From an optimization exercise on the open Yosys and OpenROAD flow, aimed at small area; shortcuts taken in it are not production practice.
Where RTL was checked, it was by simulation tests only, not by an equivalence proof against the original.
The RTL of runs 3 and 4 was laid out without a check of its function.

==> flow/design.v <==
`timescale 1ns / 100ps
module fixed_point_divider #(
    IN_WIDTH = 12,
    OUT_WIDTH = 12
) (
    input clk,
    input rst_n,
    input logic din_valid,
    input  logic signed [ IN_WIDTH-1:0] rs1,
    input  logic signed [ IN_WIDTH-1:0] rs2,
    output logic        [OUT_WIDTH-1:0] rd,
    output logic                        dout_valid
);
  logic [4:0] rcnt;
  wire rdone = (rcnt == 5'd23);
  always_ff @(posedge clk or negedge rst_n) begin
    if (!rst_n) rcnt <= '0;
    else if (!rdone) rcnt <= rcnt + 5'd1;
  end
  assign dout_valid = rdone & (rd != 12'h7ff);
  wire [10:0] a = rs1[10:0];
  wire [10:0] b = rs2[10:0];
  wire [11:0] ma, mb;
  assign ma[0] = 1'b0;
  assign mb[0] = 1'b0;
  for (genvar i = 0; i < 11; i++) begin : g_neg
    assign ma[i+1] = ma[i] | (rs1[11] & a[i]);
    assign mb[i+1] = mb[i] | (rs2[11] & b[i]);
  end
  wire [10:0] A0 = a ^ ma[10:0];
  wire [10:0] B0 = b ^ mb[10:0];
  wire [10:0] nB0 = ~B0;
  wire sat = ({1'b0, A0[10:1]} >= B0);
  wire [11:0] s0_t = {1'b0, A0};
  wire [10:0] s0_g = ~s0_t[10:0] & ~nB0;
  wire [10:0] s0_p = ~(s0_t[10:0] ^ ~nB0);
  wire s0_G1_0 = s0_g[1] | (s0_p[1] & s0_g[0]);
  wire s0_G2_0 = s0_g[2] | (s0_p[2] & s0_G1_0);
  wire s0_G3_0 = s0_g[3] | (s0_p[3] & s0_G2_0);
  wire s0_G4_0 = s0_g[4] | (s0_p[4] & s0_G3_0);
  wire s0_G5_0 = s0_g[5] | (s0_p[5] & s0_G4_0);
  wire s0_G6_0 = s0_g[6] | (s0_p[6] & s0_G5_0);
  wire s0_G7_0 = s0_g[7] | (s0_p[7] & s0_G6_0);
  wire s0_G8_0 = s0_g[8] | (s0_p[8] & s0_G7_0);
  wire s0_G9_0 = s0_g[9] | (s0_p[9] & s0_G8_0);
  wire s0_G10_0 = s0_g[10] | (s0_p[10] & s0_G9_0);
  wire [11:0] s0_c = {s0_G10_0, s0_G9_0, s0_G8_0, s0_G7_0, s0_G6_0, s0_G5_0, s0_G4_0, s0_G3_0, s0_G2_0, s0_G1_0, s0_g[0], 1'b0};
  wire [11:0] s0_bw = s0_c;
  wire s0_q = s0_t[11] | ~s0_bw[11];
  wire [11:0] s0_cc = ~s0_bw;
  wire [10:0] s0_r = s0_q ? (s0_t[10:0] ^ nB0 ^ s0_cc[10:0]) : s0_t[10:0];
  wire [10:0] nB1 = nB0 | {11{sat | ~din_valid}};
  wire [0:0] q0 = s0_q & din_valid;
  logic [10:0] r_p1;
  logic [10:0] nB_p1;
  logic [0:0] q_p1;
  always_ff @(posedge clk) begin
    r_p1 <= ~s0_r;
    nB_p1 <= ~nB1;
    q_p1 <= q0;
  end
  wire [11:0] s1_t = {(~r_p1), 1'b0};
  wire [10:0] s1_g = ~s1_t[10:0] & ~(~nB_p1);
  wire [10:0] s1_p = ~(s1_t[10:0] ^ ~(~nB_p1));
  wire s1_G1_0 = s1_g[1] | (s1_p[1] & s1_g[0]);
  wire s1_G2_0 = s1_g[2] | (s1_p[2] & s1_G1_0);
  wire s1_G3_0 = s1_g[3] | (s1_p[3] & s1_G2_0);
  wire s1_G4_0 = s1_g[4] | (s1_p[4] & s1_G3_0);
  wire s1_G5_0 = s1_g[5] | (s1_p[5] & s1_G4_0);
  wire s1_G6_0 = s1_g[6] | (s1_p[6] & s1_G5_0);
  wire s1_G7_0 = s1_g[7] | (s1_p[7] & s1_G6_0);
  wire s1_G8_0 = s1_g[8] | (s1_p[8] & s1_G7_0);
  wire s1_G9_0 = s1_g[9] | (s1_p[9] & s1_G8_0);
  wire s1_G10_0 = s1_g[10] | (s1_p[10] & s1_G9_0);
  wire [11:0] s1_c = {s1_G10_0, s1_G9_0, s1_G8_0, s1_G7_0, s1_G6_0, s1_G5_0, s1_G4_0, s1_G3_0, s1_G2_0, s1_G1_0, s1_g[0], 1'b0};
  wire [11:0] s1_bw = s1_c;
  wire s1_q = s1_t[11] | ~s1_bw[11];
  wire [11:0] s1_cc = ~s1_bw;
  wire [10:0] s1_r = s1_q ? (s1_t[10:0] ^ (~nB_p1) ^ s1_cc[10:0]) : s1_t[10:0];
  wire [1:0] q1 = {q_p1, s1_q};
  wire [11:0] s2_t = {s1_r, 1'b0};
  wire [10:0] s2_g = ~s2_t[10:0] & ~(~nB_p1);
  wire [10:0] s2_p = ~(s2_t[10:0] ^ ~(~nB_p1));
  wire s2_G1_0 = s2_g[1] | (s2_p[1] & s2_g[0]);
  wire s2_G2_0 = s2_g[2] | (s2_p[2] & s2_G1_0);
  wire s2_G3_0 = s2_g[3] | (s2_p[3] & s2_G2_0);
  wire s2_G4_0 = s2_g[4] | (s2_p[4] & s2_G3_0);
  wire s2_G5_0 = s2_g[5] | (s2_p[5] & s2_G4_0);
  wire s2_G6_0 = s2_g[6] | (s2_p[6] & s2_G5_0);
  wire s2_G7_0 = s2_g[7] | (s2_p[7] & s2_G6_0);
  wire s2_G8_0 = s2_g[8] | (s2_p[8] & s2_G7_0);
  wire s2_G9_0 = s2_g[9] | (s2_p[9] & s2_G8_0);
  wire s2_G10_0 = s2_g[10] | (s2_p[10] & s2_G9_0);
  wire [11:0] s2_c = {s2_G10_0, s2_G9_0, s2_G8_0, s2_G7_0, s2_G6_0, s2_G5_0, s2_G4_0, s2_G3_0, s2_G2_0, s2_G1_0, s2_g[0], 1'b0};
  wire [11:0] s2_bw = s2_c;
  wire s2_q = s2_t[11] | ~s2_bw[11];
  wire [11:0] s2_cc = ~s2_bw;
  wire [10:0] s2_r = s2_q ? (s2_t[10:0] ^ (~nB_p1) ^ s2_cc[10:0]) : s2_t[10:0];
  wire [2:0] q2 = {q1, s2_q};
  logic [10:0] r_p2;
  logic [10:0] nB_p2;
  logic [2:0] q_p2;
  always_ff @(posedge clk) begin
    r_p2 <= ~s2_r;
    nB_p2 <= ~(~nB_p1);
    q_p2 <= q2;
  end
  wire [11:0] s3_t = {(~r_p2), 1'b0};
  wire [10:0] s3_g = ~s3_t[10:0] & ~(~nB_p2);
  wire [10:0] s3_p = ~(s3_t[10:0] ^ ~(~nB_p2));
  wire s3_G1_0 = s3_g[1] | (s3_p[1] & s3_g[0]);
  wire s3_G2_0 = s3_g[2] | (s3_p[2] & s3_G1_0);
  wire s3_G3_0 = s3_g[3] | (s3_p[3] & s3_G2_0);
  wire s3_G4_0 = s3_g[4] | (s3_p[4] & s3_G3_0);
  wire s3_G5_0 = s3_g[5] | (s3_p[5] & s3_G4_0);
  wire s3_G6_0 = s3_g[6] | (s3_p[6] & s3_G5_0);
  wire s3_G7_0 = s3_g[7] | (s3_p[7] & s3_G6_0);
  wire s3_G8_0 = s3_g[8] | (s3_p[8] & s3_G7_0);
  wire s3_G9_0 = s3_g[9] | (s3_p[9] & s3_G8_0);
  wire s3_G10_0 = s3_g[10] | (s3_p[10] & s3_G9_0);
  wire [11:0] s3_c = {s3_G10_0, s3_G9_0, s3_G8_0, s3_G7_0, s3_G6_0, s3_G5_0, s3_G4_0, s3_G3_0, s3_G2_0, s3_G1_0, s3_g[0], 1'b0};
  wire [11:0] s3_bw = s3_c;
  wire s3_q = s3_t[11] | ~s3_bw[11];
  wire [11:0] s3_cc = ~s3_bw;
  wire [10:0] s3_r = s3_q ? (s3_t[10:0] ^ (~nB_p2) ^ s3_cc[10:0]) : s3_t[10:0];
  wire [3:0] q3 = {q_p2, s3_q};
  wire [11:0] s4_t = {s3_r, 1'b0};
  wire [10:0] s4_g = ~s4_t[10:0] & ~(~nB_p2);
  wire [10:0] s4_p = ~(s4_t[10:0] ^ ~(~nB_p2));
  wire s4_G1_0 = s4_g[1] | (s4_p[1] & s4_g[0]);
  wire s4_G2_0 = s4_g[2] | (s4_p[2] & s4_G1_0);
  wire s4_G3_0 = s4_g[3] | (s4_p[3] & s4_G2_0);
  wire s4_G4_0 = s4_g[4] | (s4_p[4] & s4_G3_0);
  wire s4_G5_0 = s4_g[5] | (s4_p[5] & s4_G4_0);
  wire s4_G6_0 = s4_g[6] | (s4_p[6] & s4_G5_0);
  wire s4_G7_0 = s4_g[7] | (s4_p[7] & s4_G6_0);
  wire s4_G8_0 = s4_g[8] | (s4_p[8] & s4_G7_0);
  wire s4_G9_0 = s4_g[9] | (s4_p[9] & s4_G8_0);
  wire s4_G10_0 = s4_g[10] | (s4_p[10] & s4_G9_0);
  wire [11:0] s4_c = {s4_G10_0, s4_G9_0, s4_G8_0, s4_G7_0, s4_G6_0, s4_G5_0, s4_G4_0, s4_G3_0, s4_G2_0, s4_G1_0, s4_g[0], 1'b0};
  wire [11:0] s4_bw = s4_c;
  wire s4_q = s4_t[11] | ~s4_bw[11];
  wire [11:0] s4_cc = ~s4_bw;
  wire [10:0] s4_r = s4_q ? (s4_t[10:0] ^ (~nB_p2) ^ s4_cc[10:0]) : s4_t[10:0];
  wire [4:0] q4 = {q3, s4_q};
  logic [10:0] r_p3;
  logic [10:0] nB_p3;
  logic [4:0] q_p3;
  always_ff @(posedge clk) begin
    r_p3 <= ~s4_r;
    nB_p3 <= ~(~nB_p2);
    q_p3 <= q4;
  end
  wire [11:0] s5_t = {(~r_p3), 1'b0};
  wire [10:0] s5_g = ~s5_t[10:0] & ~(~nB_p3);
  wire [10:0] s5_p = ~(s5_t[10:0] ^ ~(~nB_p3));
  wire s5_G1_0 = s5_g[1] | (s5_p[1] & s5_g[0]);
  wire s5_G2_0 = s5_g[2] | (s5_p[2] & s5_G1_0);
  wire s5_G3_0 = s5_g[3] | (s5_p[3] & s5_G2_0);
  wire s5_G4_0 = s5_g[4] | (s5_p[4] & s5_G3_0);
  wire s5_G5_0 = s5_g[5] | (s5_p[5] & s5_G4_0);
  wire s5_G6_0 = s5_g[6] | (s5_p[6] & s5_G5_0);
  wire s5_G7_0 = s5_g[7] | (s5_p[7] & s5_G6_0);
  wire s5_G8_0 = s5_g[8] | (s5_p[8] & s5_G7_0);
  wire s5_G9_0 = s5_g[9] | (s5_p[9] & s5_G8_0);
  wire s5_G10_0 = s5_g[10] | (s5_p[10] & s5_G9_0);
  wire [11:0] s5_c = {s5_G10_0, s5_G9_0, s5_G8_0, s5_G7_0, s5_G6_0, s5_G5_0, s5_G4_0, s5_G3_0, s5_G2_0, s5_G1_0, s5_g[0], 1'b0};
  wire [11:0] s5_bw = s5_c;
  wire s5_q = s5_t[11] | ~s5_bw[11];
  wire [11:0] s5_cc = ~s5_bw;
  wire [10:0] s5_r = s5_q ? (s5_t[10:0] ^ (~nB_p3) ^ s5_cc[10:0]) : s5_t[10:0];
  wire [5:0] q5 = {q_p3, s5_q};
  wire [11:0] s6_t = {s5_r, 1'b0};
  wire [10:0] s6_g = ~s6_t[10:0] & ~(~nB_p3);
  wire [10:0] s6_p = ~(s6_t[10:0] ^ ~(~nB_p3));
  wire s6_G1_0 = s6_g[1] | (s6_p[1] & s6_g[0]);
  wire s6_G2_0 = s6_g[2] | (s6_p[2] & s6_G1_0);
  wire s6_G3_0 = s6_g[3] | (s6_p[3] & s6_G2_0);
  wire s6_G4_0 = s6_g[4] | (s6_p[4] & s6_G3_0);
  wire s6_G5_0 = s6_g[5] | (s6_p[5] & s6_G4_0);
  wire s6_G6_0 = s6_g[6] | (s6_p[6] & s6_G5_0);
  wire s6_G7_0 = s6_g[7] | (s6_p[7] & s6_G6_0);
  wire s6_G8_0 = s6_g[8] | (s6_p[8] & s6_G7_0);
  wire s6_G9_0 = s6_g[9] | (s6_p[9] & s6_G8_0);
  wire s6_G10_0 = s6_g[10] | (s6_p[10] & s6_G9_0);
  wire [11:0] s6_c = {s6_G10_0, s6_G9_0, s6_G8_0, s6_G7_0, s6_G6_0, s6_G5_0, s6_G4_0, s6_G3_0, s6_G2_0, s6_G1_0, s6_g[0], 1'b0};
  wire [11:0] s6_bw = s6_c;
  wire s6_q = s6_t[11] | ~s6_bw[11];
  wire [11:0] s6_cc = ~s6_bw;
  wire [10:0] s6_r = s6_q ? (s6_t[10:0] ^ (~nB_p3) ^ s6_cc[10:0]) : s6_t[10:0];
  wire [6:0] q6 = {q5, s6_q};
  logic [10:0] r_p4;
  logic [10:0] nB_p4;
  logic [6:0] q_p4;
  always_ff @(posedge clk) begin
    r_p4 <= ~s6_r;
    nB_p4 <= ~(~nB_p3);
    q_p4 <= q6;
  end
  wire [11:0] s7_t = {(~r_p4), 1'b0};
  wire [10:0] s7_g = ~s7_t[10:0] & ~(~nB_p4);
  wire [10:0] s7_p = ~(s7_t[10:0] ^ ~(~nB_p4));
  wire s7_G1_0 = s7_g[1] | (s7_p[1] & s7_g[0]);
  wire s7_G2_0 = s7_g[2] | (s7_p[2] & s7_G1_0);
  wire s7_G3_0 = s7_g[3] | (s7_p[3] & s7_G2_0);
  wire s7_G4_0 = s7_g[4] | (s7_p[4] & s7_G3_0);
  wire s7_G5_0 = s7_g[5] | (s7_p[5] & s7_G4_0);
  wire s7_G6_0 = s7_g[6] | (s7_p[6] & s7_G5_0);
  wire s7_G7_0 = s7_g[7] | (s7_p[7] & s7_G6_0);
  wire s7_G8_0 = s7_g[8] | (s7_p[8] & s7_G7_0);
  wire s7_G9_0 = s7_g[9] | (s7_p[9] & s7_G8_0);
  wire s7_G10_0 = s7_g[10] | (s7_p[10] & s7_G9_0);
  wire [11:0] s7_c = {s7_G10_0, s7_G9_0, s7_G8_0, s7_G7_0, s7_G6_0, s7_G5_0, s7_G4_0, s7_G3_0, s7_G2_0, s7_G1_0, s7_g[0], 1'b0};
  wire [11:0] s7_bw = s7_c;
  wire s7_q = s7_t[11] | ~s7_bw[11];
  wire [11:0] s7_cc = ~s7_bw;
  wire [10:0] s7_r = s7_q ? (s7_t[10:0] ^ (~nB_p4) ^ s7_cc[10:0]) : s7_t[10:0];
  wire [7:0] q7 = {q_p4, s7_q};
  wire [11:0] s8_t = {s7_r, 1'b0};
  wire [10:0] s8_g = ~s8_t[10:0] & ~(~nB_p4);
  wire [10:0] s8_p = ~(s8_t[10:0] ^ ~(~nB_p4));
  wire s8_G1_0 = s8_g[1] | (s8_p[1] & s8_g[0]);
  wire s8_G2_0 = s8_g[2] | (s8_p[2] & s8_G1_0);
  wire s8_G3_0 = s8_g[3] | (s8_p[3] & s8_G2_0);
  wire s8_G4_0 = s8_g[4] | (s8_p[4] & s8_G3_0);
  wire s8_G5_0 = s8_g[5] | (s8_p[5] & s8_G4_0);
  wire s8_G6_0 = s8_g[6] | (s8_p[6] & s8_G5_0);
  wire s8_G7_0 = s8_g[7] | (s8_p[7] & s8_G6_0);
  wire s8_G8_0 = s8_g[8] | (s8_p[8] & s8_G7_0);
  wire s8_G9_0 = s8_g[9] | (s8_p[9] & s8_G8_0);
  wire s8_G10_0 = s8_g[10] | (s8_p[10] & s8_G9_0);
  wire [11:0] s8_c = {s8_G10_0, s8_G9_0, s8_G8_0, s8_G7_0, s8_G6_0, s8_G5_0, s8_G4_0, s8_G3_0, s8_G2_0, s8_G1_0, s8_g[0], 1'b0};
  wire [11:0] s8_bw = s8_c;
  wire s8_q = s8_t[11] | ~s8_bw[11];
  wire [11:0] s8_cc = ~s8_bw;
  wire [10:0] s8_r = s8_q ? (s8_t[10:0] ^ (~nB_p4) ^ s8_cc[10:0]) : s8_t[10:0];
  wire [8:0] q8 = {q7, s8_q};
  logic [10:0] r_p5;
  logic [10:0] nB_p5;
  logic [8:0] q_p5;
  always_ff @(posedge clk) begin
    r_p5 <= ~s8_r;
    nB_p5 <= ~(~nB_p4);
    q_p5 <= q8;
  end
  wire [11:0] s9_t = {(~r_p5), 1'b0};
  wire [10:0] s9_g = ~s9_t[10:0] & ~(~nB_p5);
  wire [10:0] s9_p = ~(s9_t[10:0] ^ ~(~nB_p5));
  wire s9_G1_0 = s9_g[1] | (s9_p[1] & s9_g[0]);
  wire s9_G2_0 = s9_g[2] | (s9_p[2] & s9_G1_0);
  wire s9_G3_0 = s9_g[3] | (s9_p[3] & s9_G2_0);
  wire s9_G4_0 = s9_g[4] | (s9_p[4] & s9_G3_0);
  wire s9_G5_0 = s9_g[5] | (s9_p[5] & s9_G4_0);
  wire s9_G6_0 = s9_g[6] | (s9_p[6] & s9_G5_0);
  wire s9_G7_0 = s9_g[7] | (s9_p[7] & s9_G6_0);
  wire s9_G8_0 = s9_g[8] | (s9_p[8] & s9_G7_0);
  wire s9_G9_0 = s9_g[9] | (s9_p[9] & s9_G8_0);
  wire s9_G10_0 = s9_g[10] | (s9_p[10] & s9_G9_0);
  wire [11:0] s9_c = {s9_G10_0, s9_G9_0, s9_G8_0, s9_G7_0, s9_G6_0, s9_G5_0, s9_G4_0, s9_G3_0, s9_G2_0, s9_G1_0, s9_g[0], 1'b0};
  wire [11:0] s9_bw = s9_c;
  wire s9_q = s9_t[11] | ~s9_bw[11];
  wire [11:0] s9_cc = ~s9_bw;
  wire [10:0] s9_r = s9_q ? (s9_t[10:0] ^ (~nB_p5) ^ s9_cc[10:0]) : s9_t[10:0];
  wire [9:0] q9 = {q_p5, s9_q};
  wire [11:0] s10_t = {s9_r, 1'b0};
  wire [10:0] s10_g = ~s10_t[10:0] & ~(~nB_p5);
  wire [10:0] s10_p = ~(s10_t[10:0] ^ ~(~nB_p5));
  wire s10_G1_0 = s10_g[1] | (s10_p[1] & s10_g[0]);
  wire s10_G3_2 = s10_g[3] | (s10_p[3] & s10_g[2]);
  wire s10_P3_2 = s10_p[3] & s10_p[2];
  wire s10_G5_4 = s10_g[5] | (s10_p[5] & s10_g[4]);
  wire s10_P5_4 = s10_p[5] & s10_p[4];
  wire s10_G7_6 = s10_g[7] | (s10_p[7] & s10_g[6]);
  wire s10_P7_6 = s10_p[7] & s10_p[6];
  wire s10_G9_8 = s10_g[9] | (s10_p[9] & s10_g[8]);
  wire s10_P9_8 = s10_p[9] & s10_p[8];
  wire s10_G3_0 = s10_G3_2 | (s10_P3_2 & s10_G1_0);
  wire s10_G7_4 = s10_G7_6 | (s10_P7_6 & s10_G5_4);
  wire s10_P7_4 = s10_P7_6 & s10_P5_4;
  wire s10_G7_0 = s10_G7_4 | (s10_P7_4 & s10_G3_0);
  wire s10_G5_0 = s10_G5_4 | (s10_P5_4 & s10_G3_0);
  wire s10_G9_0 = s10_G9_8 | (s10_P9_8 & s10_G7_0);
  wire s10_G2_0 = s10_g[2] | (s10_p[2] & s10_G1_0);
  wire s10_G4_0 = s10_g[4] | (s10_p[4] & s10_G3_0);
  wire s10_G6_0 = s10_g[6] | (s10_p[6] & s10_G5_0);
  wire s10_G8_0 = s10_g[8] | (s10_p[8] & s10_G7_0);
  wire s10_G10_0 = s10_g[10] | (s10_p[10] & s10_G9_0);
  wire [11:0] s10_c = {s10_G10_0, s10_G9_0, s10_G8_0, s10_G7_0, s10_G6_0, s10_G5_0, s10_G4_0, s10_G3_0, s10_G2_0, s10_G1_0, s10_g[0], 1'b0};
  wire [11:0] s10_bw = s10_c;
  wire s10_q = s10_t[11] | ~s10_bw[11];
  wire [11:0] s10_cc = ~s10_bw;
  wire [10:0] s10_r = s10_q ? (s10_t[10:0] ^ (~nB_p5) ^ s10_cc[10:0]) : s10_t[10:0];
  wire [10:0] q10 = {q9, s10_q};
  wire [11:0] s11_t = {s10_r, 1'b0};
  wire [10:0] s11_g = ~s11_t[10:0] & ~(~nB_p5);
  wire [10:0] s11_p = ~(s11_t[10:0] ^ ~(~nB_p5));
  wire s11_G1_0 = s11_g[1] | (s11_p[1] & s11_g[0]);
  wire s11_G3_2 = s11_g[3] | (s11_p[3] & s11_g[2]);
  wire s11_P3_2 = s11_p[3] & s11_p[2];
  wire s11_G5_4 = s11_g[5] | (s11_p[5] & s11_g[4]);
  wire s11_P5_4 = s11_p[5] & s11_p[4];
  wire s11_G7_6 = s11_g[7] | (s11_p[7] & s11_g[6]);
  wire s11_P7_6 = s11_p[7] & s11_p[6];
  wire s11_G9_8 = s11_g[9] | (s11_p[9] & s11_g[8]);
  wire s11_P9_8 = s11_p[9] & s11_p[8];
  wire s11_G2_0 = s11_g[2] | (s11_p[2] & s11_G1_0);
  wire s11_G3_0 = s11_G3_2 | (s11_P3_2 & s11_G1_0);
  wire s11_G6_4 = s11_g[6] | (s11_p[6] & s11_G5_4);
  wire s11_P6_4 = s11_p[6] & s11_P5_4;
  wire s11_G7_4 = s11_G7_6 | (s11_P7_6 & s11_G5_4);
  wire s11_P7_4 = s11_P7_6 & s11_P5_4;
  wire s11_G10_8 = s11_g[10] | (s11_p[10] & s11_G9_8);
  wire s11_P10_8 = s11_p[10] & s11_P9_8;
  wire s11_G4_0 = s11_g[4] | (s11_p[4] & s11_G3_0);
  wire s11_G5_0 = s11_G5_4 | (s11_P5_4 & s11_G3_0);
  wire s11_G6_0 = s11_G6_4 | (s11_P6_4 & s11_G3_0);
  wire s11_G7_0 = s11_G7_4 | (s11_P7_4 & s11_G3_0);
  wire s11_G8_0 = s11_g[8] | (s11_p[8] & s11_G7_0);
  wire s11_G9_0 = s11_G9_8 | (s11_P9_8 & s11_G7_0);
  wire s11_G10_0 = s11_G10_8 | (s11_P10_8 & s11_G7_0);
  wire [11:0] s11_c = {s11_G10_0, s11_G9_0, s11_G8_0, s11_G7_0, s11_G6_0, s11_G5_0, s11_G4_0, s11_G3_0, s11_G2_0, s11_G1_0, s11_g[0], 1'b0};
  wire [11:0] s11_bw = s11_c;
  wire s11_q = s11_t[11] | ~s11_bw[11];
  wire [11:0] s11_cc = ~s11_bw;
  wire [11:0] q11 = {q10, s11_q};
  logic [11:0] q_p6;
  always_ff @(posedge clk) begin
    q_p6 <= q11;
  end
  logic [11:0] dl[16];
  always_ff @(posedge clk) begin
    dl[0] <= q_p6;
    for (int i = 1; i < 16; i++) dl[i] <= dl[i-1];
    rd <= dl[15];
  end
endmodule
==> flow/flow/run.sh <==
#!/bin/bash
# Layout flow: the standard ORFS flow (standard.sh), with two changes to
# how the layout is built:
#  - ports are buffered with sky130_fd_sc_hd__buf_1 instead of the buffer
#    ORFS picks by itself (a 10 um2 clock-delay buffer);
#  - clock tree synthesis uses clkbuf_8 leaf clusters and no dummy loads.
# Everything else (synthesis, floorplan, power grid, placement, routing) is
# the standard flow.  The full output goes to flow.log in this folder; the
# per-step ORFS logs are under orfs/logs/.
set -euo pipefail
cd "$(dirname "$0")/.."
export BUFFER_PORTS_ARGS="-buffer_cell sky130_fd_sc_hd__buf_1"
export CTS_ARGS="-sink_clustering_enable -repair_clock_nets -dont_use_dummy_load -buf_list sky130_fd_sc_hd__clkbuf_8 -sink_clustering_size 22 -sink_clustering_max_diameter 50"
bash standard.sh > flow.log 2>&1
==> flow/standard.sh <==
#!/bin/bash
# synth_recipe.tcl (not shown) runs the flow's synth.tcl, then flattens the netlist and writes it again
# the make line also repeats each setting of config.mk as NAME=value (left out here)
make -C /OpenROAD-flow-scripts/flow DESIGN_CONFIG=/design/flow/config.mk WORK_HOME=/design/flow/orfs CLKGATE_MAP_FILE= SYNTH_SCRIPT=/design/flow/synth_recipe.tcl "${@:-finish}"
==> flow/config.mk <==
export PLATFORM = sky130hd
export DESIGN_NAME = fixed_point_divider
export DESIGN_NICKNAME = fixed_point_divider
export VERILOG_FILES = /design/flow/design.v
export SDC_FILE = /design/flow/constraint.sdc
export NUM_CORES = 4
export LEC_CHECK = 0
export CAP_MARGIN = 20
export CORE_MARGIN = 2
export CORE_UTILIZATION = 70
export SLEW_MARGIN = 20
==> flow/constraint.sdc <==
create_clock -name core_clock -period 10.0 [get_ports {clk}]
set_input_delay 2.0000 -clock core_clock [delete_from_list [all_inputs] [get_ports {clk}]]
set_output_delay 2.0000 -clock core_clock [all_outputs]
set_load 0.01 [all_outputs]
==> results of run 1 <==
[per-stage QoR]
| stage | area (µm²) | hold WS [ns] | util |
|---|---|---|---|
| 6_report | 12800 | 0.264 | 0.766 |
| 4_1_cts | 12800 | 0.263 | 0.766 |
| 5_1_grt | 12800 | 0.257 | 0.766 |
| 3_3_place_gp | 12400 | 0.310 | 0.745 |
| 3_5_place_dp | 12400 | 0.312 | 0.745 |
| 2_1_floorplan | 12000 | 0.310 | - |
[registers in the layout (all words and copies together), names as in the netlist]
signal	cells
r_p4	11
q_p4	7
q_p1	1
rd	12
dl	192
nB_p2	11
r_p5	11
q_p3	5
nB_p1	11
r_p3	11
nB_p5	11
q_p2	3
nB_p3	11
r_p1	11
q_p5	9
rcnt	5
q_p6	12
r_p2	11
nB_p4	11
[area by class of cell]
class,count,share of cell area
Tap cell,220,0.0215
Timing Repair Buffer,44,0.0144
Sequential cell,356,0.559
Clock buffer,26,0.0280
Inverter,62,0.0182
Multi-Input combinational cell,426,0.359
[worst reg2reg max path: cells and delay by family, from the launching register on]
family / cells / cell delay [ns]
flops: 1 / 0.40
simple gates: 3 / 0.69
mux: 1 / 0.41
fa+ha+maj: 20 / 7.56
buf+inv: 4 / 0.29
[kinds of logic after synthesis]
group                      Yosys count
and+or+nand+nor                    118
muxes                               88
AOI/OAI and AO/OA                   57
DFF                                356
xor gates and xnor gates            27
adders and majority gates          136
buffers and inverters               77
[how the worst min path moves through the flow]
stage          depth (start not counted)      start         to
3_5_place_dp                           0  dl[12][8]  dl[13][8]
2_1_floorplan                          0    q_p6[0]   dl[0][0]
4_1_cts                                0    q_p2[2]    q_p3[4]
6_report                               0    q_p2[2]    q_p3[4]
3_3_place_gp                           0   dl[0][1]   dl[1][1]
5_1_grt                                0    q_p2[2]    q_p3[4]
[layer usage]
metal	vias to the layer above	GRT usage
li1	2846	-
met5	-	0
met2	76	0.356
met3	22	0.0329
met4	0	0.0451
met1	2892	0.275
[Yosys cell counts, drive strengths merged (8+ instances only)]
library cell | count | area [µm²]
o21ai | 11 | 58.8
clkbuf | 12 | 45.0
inv | 62 | 233
xor2 | 16 | 148
nor2 | 30 | 113
xnor2 | 11 | 96.3
nand2 | 55 | 206
mux2 | 80 | 901
mux2i | 8 | 80.1
a21oi | 24 | 120
fa | 106 | 2120
dfxtp | 351 | 7030
ha | 30 | 375
==> results.sh, run 1 <==
export IMPL_grt_max_degree=23
export IMPL_multi_input_area_mm2=0.00460
export IMPL_max_freq_ghz=0.105
export IMPL_setup_viol=0
export IMPL_final_hold_viol_count=0
export IMPL_numClockSinks=356
export IMPL_dp_hpwl_um=13000
export IMPL_synthArstFlopShare=0.0140
export IMPL_die_area_mm2=0.0183
export IMPL_drtIter0Drc=215
export IMPL_placed_cells=1107
export IMPL_setup_tns_ns=0
export IMPL_final_common_cell="dfxtp_1"
export IMPL_antenna_found_initial=0
export IMPL_crit_path_start="nB_p3[0]"
export IMPL_vias_per_cell=5.15
export IMPL_clock_latency_ns=0.55
export IMPL_synth_top_family_by_area="adder cells"
export IMPL_drcViolationCount=0
export IMPL_initial_utilization=0.721
export IMPL_fin_nets=1079
export IMPL_synth_simple_area_share=0.0437
export IMPL_synth_adder_area_share=0.207
export IMPL_cp_depth=28
export IMPL_cts_buffers=26
export IMPL_crit_arrival_ns=9.89
export IMPL_syn_num_nets=1022
export IMPL_synth_compound_area_frac=0.0290
export IMPL_drive_gt1_frac=0.126
export IMPL_grt_pass1_vias=6387
export IMPL_track_usage=0.205
export IMPL_worst_pin_slew_ns=0.767
export IMPL_die_width_um=135
export IMPL_yosysWarnings=2
export IMPL_cap_violations=0
export IMPL_grt_pass1_wl_um=30200
export IMPL_slew_headroom=0.475
export IMPL_crit_type="register to register"
export IMPL_final_cell_mix="351 x dfxtp_1, 106 x fa_1, 79 x mux2_2"
export IMPL_syn_inst=859
export IMPL_rr_endpoint="r_p4[6]"
export IMPL_place_gp_congestion=0.791
export IMPL_cp_slowest_cell="fa_1"
export IMPL_crit_end="r_p4[6]"
export IMPL_wl_met2_um=8400
export IMPL_routedWlPerCell_um=14.9
export IMPL_ys_seq_area_frac=0.594
export IMPL_fin_crit_ns=9.48
export IMPL_postCtsResizedCells=0
export IMPL_port_buffers=39
export IMPL_io_pins=40
export IMPL_fin_crit_sh=0.948
export IMPL_syn_to_final_growth_pct=6.31
export IMPL_wl_met3_um=632
export IMPL_antenna_left=0
export IMPL_ys_flop_type="dfxtp_1"
export IMPL_std_cell_rows=47
export IMPL_r2r_slack_ns=0.52
export IMPL_r2r_start="nB_p3[0]"
export IMPL_end_kind="register"
export IMPL_synth_cell_area_mm2=0.0120
export IMPL_final_cell_count_no_fill=1134
export IMPL_die_y_um=135
export IMPL_first_pass_iters=5
export IMPL_yosysUniqueCellTypes=44
export IMPL_path_buf_inv=4
export IMPL_start_kind="register"
export IMPL_post_cts_buffers=0
export IMPL_hold_class="register to register"
export IMPL_fin_ws_ns=0.517
export IMPL_reg2reg_depth=28
export IMPL_cp_common_cell="fa_1"
export IMPL_synth_edf_count=0
export IMPL_cts_tree="done"
export IMPL_grt_ovfl_total=0
export IMPL_drt_met1_wl_um=7590
export IMPL_final_setup_skew_ns=0.0586
export IMPL_cts_buffer_depth=3
export IMPL_syn_avg_cell_area_um2=14.0
export IMPL_ys_seq_elements=356
export IMPL_rsz0062_at_grt="false"
export IMPL_place_ws_ns=0.489
export IMPL_cts_hold_buf=0
export IMPL_slew_violations=0
export IMPL_synthMuxAreaShare=0.0815
export IMPL_regArea_mm2=0.00715
export IMPL_critPathMaxStageDelay_ns=0.46
export IMPL_via_count=5836
export IMPL_path_clk_slew_ns=0.11
export IMPL_fill_cells=1059
export IMPL_htreeDepth=1
export IMPL_cts_root_buf="clkbuf_8"
export IMPL_cp_required_ns=10.41
export IMPL_core_area_mm2=0.0167
export IMPL_path_max_fanout=12
export IMPL_top_layer_used="met4"
export IMPL_diodes=0
export IMPL_status="complete, no violations"
export IMPL_crit_family="adder cells"
export IMPL_wl_um=16900
export IMPL_synth_xor_area_frac=0.0203
==> inputs of run 2 (changes only) <==
--- a/flow/flow/run.sh
+++ b/flow/flow/run.sh
@@ -12,3 +12,3 @@
 export BUFFER_PORTS_ARGS="-buffer_cell sky130_fd_sc_hd__buf_1"
-export CTS_ARGS="-sink_clustering_enable -repair_clock_nets -dont_use_dummy_load -buf_list sky130_fd_sc_hd__clkbuf_8 -sink_clustering_size 22 -sink_clustering_max_diameter 50"
+export CTS_ARGS="-sink_clustering_enable -repair_clock_nets -dont_use_dummy_load -buf_list sky130_fd_sc_hd__clkbuf_4 -sink_clustering_size 10 -sink_clustering_max_diameter 30"
 bash standard.sh > flow.log 2>&1
==> run 2 against run 1 <==
Compared with the run above: still clean; critical path depth did not move; via count is 2.3% higher.
==> results.sh, run 2 <==
export IMPL_crit_type="register to register"
export IMPL_std_cell_rows=47
export IMPL_drtIter0Drc=179
export IMPL_yosysWarnings=2
export IMPL_dpl_instance_area_mm2=0.0124
export IMPL_synth_cell_area_mm2=0.0120
export IMPL_crit_end="r_p4[4]"
export IMPL_ys_seq_elements=356
export IMPL_grt_max_degree=16
export IMPL_syn_avg_cell_area_um2=14.0
export IMPL_place_gp_congestion=0.791
export IMPL_synth_edf_count=0
export IMPL_synthTopCellsByArea="dfxtp_1 58%, fa_1 18%, mux2_2 7.4%, ha_1 3.1%, inv_1 1.9%"
export IMPL_final_setup_skew_ns=0.0752
export IMPL_routedWlPerCell_um=14.7
export IMPL_track_usage=0.210
export IMPL_final_cell_area_mm2=0.0128
export IMPL_io_pins=40
export IMPL_crit_family="adder cells"
export IMPL_yosysMostFrequentCell="dfxtp_1"
export IMPL_fin_crit_ns=9.50
export IMPL_first_pass_iters=8
export IMPL_htreeDepth=2
export IMPL_dp_hpwl_um=13000
export IMPL_start_kind="register"
export IMPL_cap_violations=0
export IMPL_reg2reg_depth=28
export IMPL_cts_buffer_depth=3
export IMPL_synthTopCellsByCount="351 x dfxtp_1, 106 x fa_1, 79 x mux2_2, 62 x inv_1, 55 x nand2_1"
export IMPL_fin_crit_sh=0.950
export IMPL_syn_to_final_growth_pct=6.35
export IMPL_final_hold_viol_count=0
export IMPL_cp_slowest_cell="fa_1"
export IMPL_worst_pin_slew_ns=0.767
export IMPL_hold_class="register to register"
export IMPL_yosysTopAreaCell="dfxtp_1"
export IMPL_drcViolationCount=0
export IMPL_r2r_start="nB_p3[0]"
export IMPL_cp_common_cell="fa_1"
export IMPL_largest_reg_flops=192
export IMPL_cp_depth=28
export IMPL_postCtsResizedCells=0
export IMPL_rr_endpoint="r_p4[4]"
export IMPL_drive_gt1_frac=0.146
export IMPL_grt_pass1_wl_um=30700
export IMPL_syn_num_nets=1022
export IMPL_max_freq_ghz=0.105
export IMPL_rsz0062_at_grt="false"
export IMPL_final_common_cell="dfxtp_1"
export IMPL_yosysUniqueCellTypes=44
export IMPL_fin_nets=1101
export IMPL_synthArstFlopShare=0.0140
export IMPL_core_area_mm2=0.0167
export IMPL_final_cell_mix="351 x dfxtp_1, 106 x fa_1, 79 x mux2_2"
export IMPL_end_kind="register"
export IMPL_cts_hold_buf=0
export IMPL_reg_top3="dl x192, q_p6 x12, rd x12"
export IMPL_grt_pass1_vias=6652
export IMPL_grt_ovfl_total=0
export IMPL_path_max_fanout=12
export IMPL_antenna_left=0
export IMPL_crit_path_start="nB_p3[0]"
export IMPL_synth_top_area_frac=0.584
export IMPL_slew_headroom=0.475
export IMPL_initial_utilization=0.721
export IMPL_slew_violations=0
export IMPL_crit_arrival_ns=9.99
export IMPL_die_width_um=135
export IMPL_path_clk_slew_ns=0.10
export IMPL_r2r_slack_ns=0.50
export IMPL_cts_root_buf="clkbuf_4"
export IMPL_die_area_mm2=0.0183
export IMPL_ys_seq_area_frac=0.594
export IMPL_ys_flop_type="dfxtp_1"
export IMPL_clock_latency_ns=0.64
export IMPL_setup_viol=0
export IMPL_port_buffers=39
export IMPL_vias_per_cell=5.16
export IMPL_path_buf_inv=4
export IMPL_via_count=5972
export IMPL_cts_tree="done"
export IMPL_status="complete, no violations"
export IMPL_top_register="dl"
export IMPL_syn_inst=859
export IMPL_post_cts_buffers=0
export IMPL_die_y_um=135
export IMPL_cts_buffers=48
export IMPL_cp_required_ns=10.49
export IMPL_wl_um=17000
export IMPL_critPathMaxStageDelay_ns=0.46
export IMPL_setup_tns_ns=0
export IMPL_antenna_found_initial=1
export IMPL_numClockSinks=356
## run 2: worst min path at each step
stage          slack [ns]   endpoint  startpoint  cells past startpoint
2_1_floorplan        0.31   dl[0][0]     q_p6[0]                      0
3_3_place_gp         0.31   dl[1][1]    dl[0][1]                      0
3_5_place_dp         0.31  dl[13][8]   dl[12][8]                      0
4_1_cts              0.24  dl[2][11]   dl[1][11]                      0
5_1_grt              0.23  dl[2][11]   dl[1][11]                      0
6_report             0.26  dl[2][11]   dl[1][11]                      0
## run 2: logic make-up after synthesis
logic type               after synthesis  share of synthesized area
buffers and inverters                 77                     0.0241
flip-flops                           356                      0.594
adder cells (fa/ha/maj)              136                      0.207
AO/OA/AOI/OAI                         57                     0.0290
multiplexers                          88                     0.0815
AND/OR/NAND/NOR                      118                     0.0438
XOR/XNOR                              27                     0.0203
## run 2: routing by layer
metal  track usage  part of all wire  wire length, µm
met5             0                 0                0
met3        0.0445             0.042              715
met4        0.0619             0.019              330
met2         0.362              0.50             8540
met1         0.271              0.43             7380
## run 2: layout make-up
| cell class | count | area, µm² |
|---|---|---|
| clock buffer | 48 | 360 |
| sequential | 356 | 7150 |
| inverter | 62 | 233 |
| tap | 220 | 275 |
| antenna | 1 | 2.50 |
| fill | 1066 | 3900 |
| multi-input combinational | 426 | 4600 |
| timing repair buffer | 44 | 184 |
## run 2: metrics by stage
step / utilization / std cells / hold WS [ns] / worst slack [ns]
6_report: 0.767 / 1157 / 0.258 / 0.496
5_1_grt: 0.767 / 1157 / 0.230 / 0.0175
4_1_cts: 0.766 / 1155 / 0.240 / 0.366
3_5_place_dp: 0.745 / 1107 / 0.312 / 0.489
3_3_place_gp: 0.745 / 1107 / 0.310 / 0.574
2_1_floorplan: - / 859 / 0.310 / 0.756
## run 2: worst register-to-register path: cells and delay by family (launching register included)
kind                       cells  cell delay [ns]
buffers and inverters          4             0.28
muxes                          1             0.42
and+or+nand+nor                3             0.69
DFF                            1             0.39
adders and majority gates     20             7.53
==> inputs of run 3 (changes only) <==
--- a/flow/design.v
+++ b/flow/design.v
@@ -13,20 +13,16 @@
 );
-  logic [4:0] rcnt;
-  wire rdone = (rcnt == 5'd23);
+  logic [21:0] vld;
   always_ff @(posedge clk or negedge rst_n) begin
-    if (!rst_n) rcnt <= '0;
-    else if (!rdone) rcnt <= rcnt + 5'd1;
+    if (!rst_n) begin
+      vld <= '0;
+      dout_valid <= 1'b0;
+    end else begin
+      vld <= {vld[20:0], din_valid};
+      dout_valid <= vld[21];
+    end
   end
-  assign dout_valid = rdone & (rd != 12'h7ff);
   wire [10:0] a = rs1[10:0];
   wire [10:0] b = rs2[10:0];
-  wire [11:0] ma, mb;
-  assign ma[0] = 1'b0;
-  assign mb[0] = 1'b0;
-  for (genvar i = 0; i < 11; i++) begin : g_neg
-    assign ma[i+1] = ma[i] | (rs1[11] & a[i]);
-    assign mb[i+1] = mb[i] | (rs2[11] & b[i]);
-  end
-  wire [10:0] A0 = a ^ ma[10:0];
-  wire [10:0] B0 = b ^ mb[10:0];
+  wire [10:0] A0 = rs1[11] ? 11'(-a) : a;
+  wire [10:0] B0 = rs2[11] ? 11'(-b) : b;
   wire [10:0] nB0 = ~B0;
@@ -51,4 +47,4 @@
   wire [10:0] s0_r = s0_q ? (s0_t[10:0] ^ nB0 ^ s0_cc[10:0]) : s0_t[10:0];
-  wire [10:0] nB1 = nB0 | {11{sat | ~din_valid}};
-  wire [0:0] q0 = s0_q & din_valid;
+  wire [10:0] nB1 = nB0 | {11{sat}};
+  wire [0:0] q0 = s0_q;
   logic [10:0] r_p1;
==> flow/run.sh (new file) <==
#!/bin/bash
# synth_recipe.tcl (not shown) runs the flow's synth.tcl, then flattens the netlist and writes it again
# the make line also repeats each setting of config.mk as NAME=value (left out here)
make -C /OpenROAD-flow-scripts/flow DESIGN_CONFIG=/design/flow/config.mk WORK_HOME=/design/flow/orfs CLKGATE_MAP_FILE= SYNTH_SCRIPT=/design/flow/synth_recipe.tcl finish
--- a/flow/config.mk
+++ b/flow/config.mk
@@ -9,3 +9,6 @@
 export CORE_MARGIN = 2
-export CORE_UTILIZATION = 70
+export CORE_UTILIZATION = 60
+export CTS_BUF_LIST = sky130_fd_sc_hd__clkbuf_8
+export CTS_CLUSTER_DIAMETER = 50
+export CTS_CLUSTER_SIZE = 20
 export SLEW_MARGIN = 20
removed: flow/flow/run.sh
removed: flow/standard.sh
==> run 3 against run 2 <==
Compared with the run above: clock skew fell by 0.039 ns; cell area is 6.4% higher; global-route usage down 4.3 points; critical path depth is the same; largest cell class unchanged; synthesized cell count is 0.12% lower; first-iteration DRC count rose by 9.5%; still clean; sequential share of layout area barely moved.
==> results.sh, run 3 <==
export IMPL_synth_compound_area_frac=0.0333
export IMPL_final_cell_mix="351 x dfxtp_1, 106 x fa_1, 69 x mux2_2"
export IMPL_setup_tns_ns=0
export IMPL_cap_violations=0
export IMPL_grt_pass1_wl_um=30100
export IMPL_final_cell_area_mm2=0.0136
export IMPL_cp_slowest_cell="fa_1"
export IMPL_htreeDepth=1
export IMPL_fin_nets=1081
export IMPL_slew_headroom=0.504
export IMPL_synth_adder_area_share=0.203
export IMPL_fin_crit_ns=9.29
export IMPL_grt_pass1_vias=6327
export IMPL_critPathMaxStageDelay_ns=0.44
export IMPL_synthMuxAreaShare=0.0718
export IMPL_grt_ovfl_total=0
export IMPL_port_buffers=39
export IMPL_yosysMostFrequentCell="dfxtp_1"
export IMPL_numClockSinks=374
export IMPL_wl_um=16500
export IMPL_final_setup_skew_ns=0.0362
export IMPL_post_cts_buffers=0
export IMPL_ys_flop_type="dfxtp_1"
export IMPL_yosysTopAreaCell="dfxtp_1"
export IMPL_dpl_instance_area_mm2=0.0130
export IMPL_worst_pin_slew_ns=0.741
export IMPL_drtIter0Drc=196
export IMPL_cp_depth=28
export IMPL_reg2reg_depth=28
export IMPL_regArea_mm2=0.00760
export IMPL_final_hold_viol_count=0
export IMPL_synth_cell_area_mm2=0.0124
export IMPL_die_y_um=147
export IMPL_synth_simple_area_share=0.0378
export IMPL_routedWlPerCell_um=13.7
export IMPL_crit_type="register to register"
export IMPL_synth_xor_area_frac=0.0156
export IMPL_multi_input_area_mm2=0.00447
export IMPL_cts_hold_buf=0
export IMPL_track_usage=0.167
export IMPL_yosysUniqueCellTypes=41
export IMPL_std_cell_rows=52
export IMPL_max_freq_ghz=0.108
export IMPL_antenna_found_initial=0
export IMPL_end_kind="register"
export IMPL_drcViolationCount=0
export IMPL_yosysWarnings=2
export IMPL_synthTopCellsByCount="351 x dfxtp_1, 106 x fa_1, 69 x mux2_2, 63 x nand2_1, 58 x inv_1"
export IMPL_status="complete, no violations"
export IMPL_cts_buffer_depth=3
export IMPL_via_count=5813
export IMPL_crit_arrival_ns=9.74
export IMPL_path_max_fanout=12
export IMPL_io_pins=40
export IMPL_syn_to_final_growth_pct=10.3
export IMPL_reg_top3="dl x192, vld x22"
export IMPL_diodes=0
export IMPL_fin_crit_sh=0.929
export IMPL_first_pass_iters=4
export IMPL_fill_cells=1471
export IMPL_start_kind="register"
export IMPL_whs_path_depth=0
export IMPL_synth_top_area_frac=0.569
export IMPL_ys_seq_area_frac=0.616
export IMPL_synth_top_family_by_area="adder cells"
export IMPL_path_buf_inv=4
export IMPL_cts_tree="done"
export IMPL_initial_utilization=0.610
export IMPL_drive_gt1_frac=0.133
export IMPL_final_common_cell="dfxtp_1"
export IMPL_cp_common_cell="fa_1"
export IMPL_cp_required_ns=10.45
export IMPL_ys_seq_elements=374
export IMPL_syn_avg_cell_area_um2=14.4
export IMPL_slew_violations=0
export IMPL_crit_family="adder cells"
export IMPL_die_area_mm2=0.0217
export IMPL_setup_viol=0
export IMPL_dp_hpwl_um=12400
export IMPL_syn_inst=858
export IMPL_largest_reg_flops=192
export IMPL_hold_class="register to register"
export IMPL_syn_num_nets=1022
export IMPL_path_clk_slew_ns=0.10
export IMPL_grt_max_degree=24
export IMPL_cts_root_buf="clkbuf_8"
export IMPL_synth_edf_count=0
export IMPL_postCtsResizedCells=0
export IMPL_vias_per_cell=4.82
export IMPL_cts_buffers=29
export IMPL_synthArstFlopShare=0.0615
export IMPL_top_register="dl"
export IMPL_rsz0062_at_grt="false"
export IMPL_antenna_left=0
export IMPL_die_width_um=147
export IMPL_core_area_mm2=0.0202
export IMPL_synthTopCellsByArea="dfxtp_1 57%, fa_1 17%, mux2_2 6.3%, dfrtp_1 4.7%, ha_1 3.1%"
export IMPL_place_gp_congestion=0.796
export IMPL_clock_latency_ns=0.59
==> run 3: cell types whose count changed after synthesis, moves of 3 or more <==
| cell | change |
|---|---|
| nand3_1 | -3 |
| dfrtp_1 | +18 |
| a21oi_1 | -5 |
| xor2_1 | -9 |
| inv_1 | -4 |
| mux2i_1 | +3 |
| nand2_1 | +8 |
| clkbuf_1 | -4 |
| xnor2_1 | +5 |
| mux2_2 | -10 |
| nor3_1 | -4 |
| buf_2 | +4 |
==> run 3: routing by layer <==
metal | track usage | vias to the layer above | routed length (µm)
met2 | 0.271 | 65 | 7570
met4 | 0.0442 | 0 | 362
met5 | 0 | - | 0
met1 | 0.239 | 2857 | 8040
li1 | - | 2865 | -
met3 | 0.0265 | 26 | 484
==> run 3: area by class of cell <==
cell class	count	area share
Clock buffer	30	0.0303
Clock inverter	19	0.0123
Inverter	58	0.0160
Multi-Input combinational cell	411	0.328
Sequential cell	374	0.558
Tap cell	270	0.0248
Timing Repair Buffer	43	0.0305
==> run 3: per-stage QoR <==
step,cells,worst slack (ns),hold WS [ns],util
2_1_floorplan,858,0.902,0.310,-
3_3_place_gp,1156,0.739,0.310,0.645
3_5_place_dp,1156,0.703,0.312,0.645
4_1_cts,1205,0.619,0.308,0.673
5_1_grt,1205,0.216,0.313,0.673
6_report,1205,0.713,0.315,0.673
==> run 3: kinds of logic after synthesis <==
group | after synthesis
compound gates | 61
xor+xnor | 22
flops | 374
simple gates | 111
buf+inv | 73
mux | 80
fa+ha+maj | 137
==> run 3: path summary, 6_finish.rpt <==
check / to / slack (ns) / startpoint
max: r_p4[1] / 0.71 / nB_p3[0]
max in group asynchronous: vld[8] / 8.32 / rst_n
min reg2reg: dl[1][7] / 0.31 / dl[0][7]
min: dl[1][7] / 0.31 / dl[0][7]
min in group asynchronous: vld[19] / 1.35 / rst_n
max reg2reg: r_p4[1] / 0.71 / nB_p3[0]
==> run 3: worst register-to-register path: cells and delay by family (launching register included) <==
kind	cells	cell delay, ns
multiplexers	1	0.42
AND/OR/NAND/NOR	3	0.69
flip-flops	1	0.38
adder cells (fa/ha/maj)	20	7.39
buffers and inverters	4	0.27
==> inputs of run 4 (changes only) <==
--- a/flow/design.v
+++ b/flow/design.v
@@ -25,4 +25,11 @@
   wire [10:0] b = rs2[10:0];
-  wire [10:0] A0 = rs1[11] ? 11'(-a) : a;
-  wire [10:0] B0 = rs2[11] ? 11'(-b) : b;
+  wire [11:0] ma, mb;
+  assign ma[0] = 1'b0;
+  assign mb[0] = 1'b0;
+  for (genvar i = 0; i < 11; i++) begin : g_neg
+    assign ma[i+1] = ma[i] | (rs1[11] & a[i]);
+    assign mb[i+1] = mb[i] | (rs2[11] & b[i]);
+  end
+  wire [10:0] A0 = a ^ ma[10:0];
+  wire [10:0] B0 = b ^ mb[10:0];
   wire [10:0] nB0 = ~B0;
@@ -264,20 +271,10 @@
   wire s10_G1_0 = s10_g[1] | (s10_p[1] & s10_g[0]);
-  wire s10_G3_2 = s10_g[3] | (s10_p[3] & s10_g[2]);
-  wire s10_P3_2 = s10_p[3] & s10_p[2];
-  wire s10_G5_4 = s10_g[5] | (s10_p[5] & s10_g[4]);
-  wire s10_P5_4 = s10_p[5] & s10_p[4];
-  wire s10_G7_6 = s10_g[7] | (s10_p[7] & s10_g[6]);
-  wire s10_P7_6 = s10_p[7] & s10_p[6];
-  wire s10_G9_8 = s10_g[9] | (s10_p[9] & s10_g[8]);
-  wire s10_P9_8 = s10_p[9] & s10_p[8];
-  wire s10_G3_0 = s10_G3_2 | (s10_P3_2 & s10_G1_0);
-  wire s10_G7_4 = s10_G7_6 | (s10_P7_6 & s10_G5_4);
-  wire s10_P7_4 = s10_P7_6 & s10_P5_4;
-  wire s10_G7_0 = s10_G7_4 | (s10_P7_4 & s10_G3_0);
-  wire s10_G5_0 = s10_G5_4 | (s10_P5_4 & s10_G3_0);
-  wire s10_G9_0 = s10_G9_8 | (s10_P9_8 & s10_G7_0);
   wire s10_G2_0 = s10_g[2] | (s10_p[2] & s10_G1_0);
+  wire s10_G3_0 = s10_g[3] | (s10_p[3] & s10_G2_0);
   wire s10_G4_0 = s10_g[4] | (s10_p[4] & s10_G3_0);
+  wire s10_G5_0 = s10_g[5] | (s10_p[5] & s10_G4_0);
   wire s10_G6_0 = s10_g[6] | (s10_p[6] & s10_G5_0);
+  wire s10_G7_0 = s10_g[7] | (s10_p[7] & s10_G6_0);
   wire s10_G8_0 = s10_g[8] | (s10_p[8] & s10_G7_0);
+  wire s10_G9_0 = s10_g[9] | (s10_p[9] & s10_G8_0);
   wire s10_G10_0 = s10_g[10] | (s10_p[10] & s10_G9_0);
==> flow/flow/run.sh (new file) <==
#!/bin/bash
# Layout flow: the standard ORFS flow (standard.sh), with two changes to
# how the layout is built:
#  - ports are buffered with sky130_fd_sc_hd__buf_1 instead of the buffer
#    ORFS picks by itself (a 10 um2 clock-delay buffer);
#  - clock tree synthesis uses clkbuf_8 leaf clusters and no dummy loads.
# Everything else (synthesis, floorplan, power grid, placement, routing) is
# the standard flow.  The full output goes to flow.log in this folder; the
# per-step ORFS logs are under orfs/logs/.
set -euo pipefail
cd "$(dirname "$0")/.."
export BUFFER_PORTS_ARGS="-buffer_cell sky130_fd_sc_hd__buf_1"
export CTS_ARGS="-sink_clustering_enable -repair_clock_nets -dont_use_dummy_load -buf_list sky130_fd_sc_hd__clkbuf_8 -sink_clustering_size 22 -sink_clustering_max_diameter 50"
bash standard.sh > flow.log 2>&1
==> flow/standard.sh (new file) <==
#!/bin/bash
# synth_recipe.tcl (not shown) runs the flow's synth.tcl, then flattens the netlist and writes it again
# the make line also repeats each setting of config.mk as NAME=value (left out here)
make -C /OpenROAD-flow-scripts/flow DESIGN_CONFIG=/design/flow/config.mk WORK_HOME=/design/flow/orfs CLKGATE_MAP_FILE= SYNTH_SCRIPT=/design/flow/synth_recipe.tcl "${@:-finish}"
--- a/flow/config.mk
+++ b/flow/config.mk
@@ -9,6 +9,3 @@
 export CORE_MARGIN = 2
-export CORE_UTILIZATION = 60
-export CTS_BUF_LIST = sky130_fd_sc_hd__clkbuf_8
-export CTS_CLUSTER_DIAMETER = 50
-export CTS_CLUSTER_SIZE = 20
+export CORE_UTILIZATION = 70
 export SLEW_MARGIN = 20
removed: flow/run.sh
==> run 4 against run 3 <==
Compared with the run above: still clean; synthesized area down 0.67%; maximum frequency down 2.7%; first-iteration DRC count down 8.2%; register-to-register slack worse by 0.26 ns; highest routed layer unchanged.
==> results.sh, run 4 <==
export IMPL_synthArstFlopShare=0.0615
export IMPL_top_layer_used="met4"
export IMPL_critPathMaxStageDelay_ns=0.40
export IMPL_first_pass_iters=4
export IMPL_yosysUniqueCellTypes=40
export IMPL_clock_latency_ns=0.58
export IMPL_fill_cells=1052
export IMPL_syn_num_nets=983
export IMPL_via_count=5644
export IMPL_final_cell_mix="350 x dfxtp_1, 99 x fa_1, 75 x mux2_2"
export IMPL_reg_top3="dl x192, vld x22"
export IMPL_yosysMostFrequentCell="dfxtp_1"
export IMPL_diodes=0
export IMPL_place_gp_congestion=0.803
export IMPL_grt_max_degree=24
export IMPL_cts_root_buf="clkbuf_8"
export IMPL_synthTopCellsByCount="351 x dfxtp_1, 110 x fa_1, 75 x mux2_2, 53 x inv_1, 51 x nand2_1"
export IMPL_status="complete, no violations"
export IMPL_fin_nets=1049
export IMPL_fin_crit_ns=9.54
export IMPL_hold_class="register to register"
export IMPL_syn_inst=825
export IMPL_wl_met2_um=8170
export IMPL_place_ws_ns=-0.241
export IMPL_drtIter0Drc=180
export IMPL_drcViolationCount=0
export IMPL_final_common_cell="dfxtp_1"
export IMPL_max_freq_ghz=0.105
export IMPL_synth_compound_area_frac=0.0274
export IMPL_rsz0062_at_grt="false"
export IMPL_crit_arrival_ns=9.98
export IMPL_ys_seq_area_frac=0.620
export IMPL_cts_buffers=28
export IMPL_setup_viol=0
export IMPL_grt_pass1_wl_um=28800
export IMPL_synthMuxAreaShare=0.0798
export IMPL_routedWlPerCell_um=14.6
export IMPL_synth_top_area_frac=0.573
export IMPL_synth_cell_area_mm2=0.0123
export IMPL_antenna_found_initial=0
export IMPL_cts_buffer_depth=3
export IMPL_synth_xor_area_frac=0.0136
export IMPL_final_setup_skew_ns=0.0738
export IMPL_synth_edf_count=0
export IMPL_syn_avg_cell_area_um2=14.9
export IMPL_synth_top_family_by_area="adder cells"
export IMPL_core_area_mm2=0.0172
export IMPL_cts_hold_buf=0
export IMPL_antenna_left=0
export IMPL_std_cell_rows=48
export IMPL_path_clk_slew_ns=0.11
export IMPL_wl_um=16300
export IMPL_syn_to_final_growth_pct=7.16
export IMPL_die_area_mm2=0.0186
export IMPL_yosysTopAreaCell="dfxtp_1"
export IMPL_synth_simple_area_share=0.0357
export IMPL_drt_met1_wl_um=7290
export IMPL_yosysWarnings=2
export IMPL_path_max_fanout=4
export IMPL_initial_utilization=0.712
export IMPL_fin_hold_ws_ns=0.286
export IMPL_end_kind="register"
export IMPL_synthTopCellsByArea="dfxtp_1 57%, fa_1 18%, mux2_2 6.9%, dfrtp_1 4.7%, ha_1 2.1%"
export IMPL_ys_flop_type="dfxtp_1"
export IMPL_cts_tree="done"
export IMPL_dp_hpwl_um=12400
export IMPL_largest_reg_flops=192
export IMPL_cp_common_cell="fa_2"
export IMPL_ys_seq_elements=374
export IMPL_cap_violations=0
export IMPL_drive_gt1_frac=0.159
export IMPL_dpl_instance_area_mm2=0.0127
export IMPL_synth_adder_area_share=0.201
export IMPL_cp_slowest_cell="fa_1"
export IMPL_track_usage=0.195
export IMPL_slew_headroom=0.553
export IMPL_numClockSinks=374
export IMPL_top_register="dl"
export IMPL_port_buffers=39
export IMPL_vias_per_cell=5.07
export IMPL_cp_required_ns=10.44
export IMPL_final_cell_area_mm2=0.0131
export IMPL_io_pins=40
export IMPL_final_core_util=0.763
export IMPL_fin_crit_sh=0.954
export IMPL_die_width_um=136
export IMPL_final_hold_viol_count=0
export IMPL_start_kind="register"
export IMPL_htreeDepth=1
export IMPL_fin_ws_ns=0.458
export IMPL_die_y_um=136
export IMPL_grt_pass1_vias=6290
export IMPL_slew_violations=0
export IMPL_grt_ovfl_total=0
export IMPL_worst_pin_slew_ns=0.668
export IMPL_wl_met3_um=472
export IMPL_crit_type="register to register"
==> run 4: changes by cell type in the layout (fill, tap and decap cells not counted), sizes merged, moves of 7 or more <==
cell           change
mux2               +9
clkdlybuf4s50     -38
ha                -10
clkinv             -7
buf               +44
nand2             -11
inv               -14
==> run 4: worst max-delay path: cells and delay by family, from the launching register on <==
kind | cells | cell delay, ns
AO/OA/AOI/OAI | 6 | 1.04
flip-flops | 1 | 0.36
multiplexers | 1 | 0.34
buffers and inverters | 5 | 0.47
AND/OR/NAND/NOR | 2 | 0.15
adder cells (fa/ha/maj) | 21 | 7.04
==> run 4: final timing paths <==
path / from / slack (ns) / cells past startpoint / end
max in group asynchronous: rst_n / 8.25 / 1 / vld[2]
worst min-delay path: dl[2][7] / 0.29 / 0 / dl[3][7]
worst min register to register: dl[2][7] / 0.29 / 0 / dl[3][7]
min in group asynchronous: rst_n / 1.36 / 1 / vld[7]
worst max register to register: nB_p5[1] / 0.46 / 35 / q_p6[0]
worst max-delay path: nB_p5[1] / 0.46 / 35 / q_p6[0]
==> run 4: through the flow <==
step	instances	TNS, ns
3_3_place_gp	1085	0
5_1_grt	1114	0
3_5_place_dp	1085	-0.241
2_1_floorplan	825	0
6_report	1114	0
4_1_cts	1114	0
==> run 4: cell families (layout without fill, tap and decap cells) <==
family | count (synthesis) | in the layout
AO/OA/AOI/OAI | 49 | 49
XOR/XNOR | 19 | 19
adder cells (fa/ha/maj) | 131 | 131
buffers and inverters | 68 | 132
flip-flops | 374 | 374
multiplexers | 88 | 88
AND/OR/NAND/NOR | 96 | 96
==> run 4: cell type report <==
class	instances	area, µm²	share of cell area
multi-input cells	383	4440	0.338
clock buffers	28	385	0.0293
well taps	225	282	0.0214
flip-flops and latches	374	7600	0.578
repair buffers	50	230	0.0175
inverters	54	203	0.0154
==> run 4: what timing repair did <==
action,CTS,global route
setup buffers,1,0
setup endpoints to repair,1,1
resized for setup,6,9
pin swaps,2,2
==> run 4: routing by layer <==
metal	global-route usage	up-vias
li1	-	2745
met1	0.253	2801
met2	0.342	69
met3	0.0328	29
met4	0.0509	0
met5	0	-

-- re-timing with driven ports --
The flow's constraints put no driver on any port. The routed layouts listed below were extracted and timed again, unchanged, in two steps. Step 1 (the two cells are an assumption about what drives the block):
set clk [get_ports {clk}]
set_driving_cell -lib_cell sky130_fd_sc_hd__clkbuf_16 $clk
set_driving_cell -lib_cell sky130_fd_sc_hd__buf_2 [delete_from_list [all_inputs] $clk]
Step 2 adds t to the input delays and takes it off the output delays; t is the mean of the earliest and latest rising clock arrival at the registers after step 1. Input paths then give back, and output paths get back, about the clock's delay inside the block. Three values: ideal, step 1, step 2; two values: the first two.
run | t, ns | setup WS [ns] | slew at the worst register clock pin (ns)
run 1 | 0.568 | 0.517 / 0.517 / 0.517 | 0.12 / 0.12
run 2 | 0.647 | 0.496 / 0.496 / 0.496 | 0.10 / 0.10
run 3 | 0.615 | 0.713 / 0.713 / 0.713 | 0.11 / 0.11
run 4 | 0.586 | 0.458 / 0.458 / 0.458 | 0.12 / 0.12
After both steps every run listed still meets setup and hold.
